What follows belongs to an exercise in optimizing a design on an open flow for small area; a production flow would make more cautious choices.
In this exercise RTL edits were held to simulation tests only and were not proved equivalent to the original. No driver is modelled on the clock port, so clocking that relies on it looks cheaper here than on a real chip.

==> run a <==
Design layer_1, start of the top module:
module layer_1(
  input clk,
  input reset,
  input in_valid,
  input [7:0] pxl_in,
  output [8:0] pool_out,
  output out_valid
);
==> flow/config.mk <==
export PLATFORM = sky130hd
export DESIGN_NAME = layer_1
export DESIGN_NICKNAME = layer_1
export VERILOG_FILES = /design/flow/design.v
export SDC_FILE = /design/flow/constraint.sdc
export NUM_CORES = 4
export LEC_CHECK = 0
export CAP_MARGIN = 20
export CORE_MARGIN = 2
export CORE_UTILIZATION = 40
export CTS_CLUSTER_DIAMETER = 100
export CTS_CLUSTER_SIZE = 30
export SLEW_MARGIN = 20
export SYNTH_HIERARCHICAL = 1
export SYNTH_MINIMUM_KEEP_SIZE = 0
==> flow/constraint.sdc <==
create_clock -name core_clock -period 12.0 [get_ports {clk}]
set_input_delay 2.4000 -clock core_clock [delete_from_list [all_inputs] [get_ports {clk}]]
set_output_delay 2.4000 -clock core_clock [all_outputs]
set_load 0.01 [all_outputs]
run.sh (not shown) runs the stock make flow with config.mk's settings and CLKGATE_MAP_FILE= SYNTH_SCRIPT=/design/flow/synth_recipe.tcl, a recipe that flattens the netlist after the stock synthesis.
==> run b (differences from run a) <==
==> flow/flow/run.sh (new file) <==
#!/bin/bash
# The standard layout, with two changes: clock tree synthesis adds no dummy
# loads, and the port buffers are the smallest buffer.
set -euo pipefail
export CTS_ARGS="-sink_clustering_enable -repair_clock_nets -sink_clustering_size 30 -sink_clustering_max_diameter 100 -dont_use_dummy_load"
export BUFFER_PORTS_ARGS="-buffer_cell sky130_fd_sc_hd__buf_1"
bash ./standard.sh > standard.log 2>&1
==> flow/standard.sh (new file) <==
#!/bin/bash
# synth_recipe.tcl (not shown) runs the flow's synth.tcl, then flattens the netlist and writes it again
# the make line also repeats each setting of config.mk as NAME=value (left out here)
make -C /OpenROAD-flow-scripts/flow DESIGN_CONFIG=/design/flow/config.mk WORK_HOME=/design/flow/orfs CLKGATE_MAP_FILE= SYNTH_SCRIPT=/design/flow/synth_recipe.tcl "${@:-finish}"
removed: flow/run.sh
==> results.sh <==
export IMPL_multi_input_area_share=0.164
export IMPL_met3_usage=0.0181
export IMPL_drive_gt1_frac=0.0388
export IMPL_final_setup_worst_slack_ns=0.798
export IMPL_grt_pass1_vias=17063
export IMPL_gp_congestion=0.786
export IMPL_run_status="complete, no violations"
The numbers above come from run b.

==> results.sh <==
export IMPL_grt_pass1_vias=16701
export IMPL_gp_congestion=0.788
export IMPL_met3_usage=0.0191
export IMPL_drive_gt1_frac=0.0428
export IMPL_critPathCaptureType="flop"
export IMPL_run_status="complete, no violations"
export IMPL_multi_input_area_share=0.163
The numbers above come from run a.


==> v10: inputs <==
Another version of the RTL of layer_1 (not shown whole).
Settings: LEC_CHECK=0, CAP_MARGIN=20, CORE_MARGIN=2, CORE_UTILIZATION=60, CTS_CLUSTER_DIAMETER=100, CTS_CLUSTER_SIZE=30, PLACE_DENSITY=0.7, SLEW_MARGIN=20, SYNTH_HIERARCHICAL=1, SYNTH_MINIMUM_KEEP_SIZE=0; clock period 12.0 ns.
standard.sh (not shown) runs the stock make flow with config.mk's settings and CLKGATE_MAP_FILE= SYNTH_SCRIPT=/design/flow/synth_recipe.tcl, a recipe that flattens the netlist after the stock synthesis.
==> flow/flow/run.sh <==
#!/bin/bash
# The standard layout, with two changes: clock tree synthesis adds no dummy
# loads, and the port buffers are the smallest buffer.
set -euo pipefail
export CTS_ARGS="-sink_clustering_enable -repair_clock_nets -sink_clustering_size 34 -sink_clustering_max_diameter 100 -dont_use_dummy_load"
export BUFFER_PORTS_ARGS="-buffer_cell sky130_fd_sc_hd__buf_1"
bash ./standard.sh > standard.log 2>&1
==> v33 (differences from v10) <==
==> flow/flow/run.sh (replaced) <==
#!/bin/bash
# The standard layout, with two changes: clock tree synthesis adds no dummy
# loads, and the port buffers are the smallest buffer.
set -euo pipefail
export CTS_ARGS="-sink_clustering_enable -repair_clock_nets -sink_clustering_size 35 -sink_clustering_max_diameter 70 -dont_use_dummy_load"
export BUFFER_PORTS_ARGS="-buffer_cell sky130_fd_sc_hd__buf_1"
bash ./standard.sh > standard.log 2>&1
==> summary of the runs <==
- v10 completed without violations. v33 completed without violations.
- Register-to-register slack: v33 is lower than v10 (0.03 ns).
- Against v33, the hold slack of v10 is higher by 0.0043 ns.
- In non-clock buffer count, v10 and v33 do not differ.
- Of v10 and v33, v33 has the higher design area (gap about 0.36%, measured against v33).
- First-iteration DRC count: v33 is lower than v10 (9.4%).
- Between v33 and v10, the lower clock skew is in v10 (gap 0.024 ns).
- In area after synthesis, v10 and v33 do not differ.
- Synthesized cell count is the same in v10 and v33.
==> figures <==
Outcome: v33 no timing/DRC/antenna violations; v10 no timing/DRC/antenna violations
Worst reg2reg setup slack: v33 0.38 ns; v10 0.41 ns
Crit share post-route: v33 96.85%; v10 96.60%
Slew @ Worst Pin: v33 1.134 ns; v10 1.111 ns
Share of the final layout cell area in sequential cells: v33 78.59%; v10 78.88%
Share of final layout cell area taken by clock buffers and inverters: v33 2.682%; v10 2.323%
Met1 GRT Util: v33 24.66%; v10 24.66%
Non-clock buffer share: v33 0.6127%; v10 0.6149%
Share of post-route cells with drive strength above 1: v33 4.501%; v10 4.192%
Timing-limited maximum frequency: v33 86.04 MHz; v10 86.27 MHz
Met3 wire length: v33 2.121 mm; v10 2.100 mm
Total Routing Usage GR: v33 15.07%; v10 14.87%
Data required time of the worst path: v33 12.61 ns; v10 12.54 ns
Initial antenna violation count: v33 4; v10 3
Global-route wire length before repair: v33 89.60 mm; v10 88.94 mm
Detail-routed via count per cell: v33 5.383; v10 5.380
Final Instance Area: v33 47580 sq um; v10 47410 sq um
Routed length on met2: v33 25.09 mm; v10 24.76 mm

==> what the ideal ports hide <==
The flow's constraints put no driver on any port. The routed layouts listed below were extracted and timed again, unchanged, in two steps. Step 1, drivers: a clkbuf_16 drives clk and a buf_2 each remaining input, both assumed. Step 2 adds t to the input delays and takes it off the output delays; t is the mean of the earliest and latest rising clock arrival at the registers after step 1. Input paths then give back, and output paths get back, about the clock's delay inside the block. a / b / c = ideal ports / drivers / drivers and shift; a / b = the first two.
| run | shift t [ns] | setup slack, ns | worst register clock-pin slew, ns |
|---|---|---|---|
| run a | 0.710 | 0.829 / 0.829 / 0.829 | 0.12 / 0.12 |
| run b | 0.681 | 0.798 / 0.798 / 0.798 | 0.11 / 0.11 |
| v10 | 0.671 | 0.408 / 0.408 / 0.408 | 0.12 / 0.12 |
| v33 | 0.683 | 0.378 / 0.378 / 0.378 | 0.12 / 0.12 |
After both steps setup and hold are still met in every run listed.
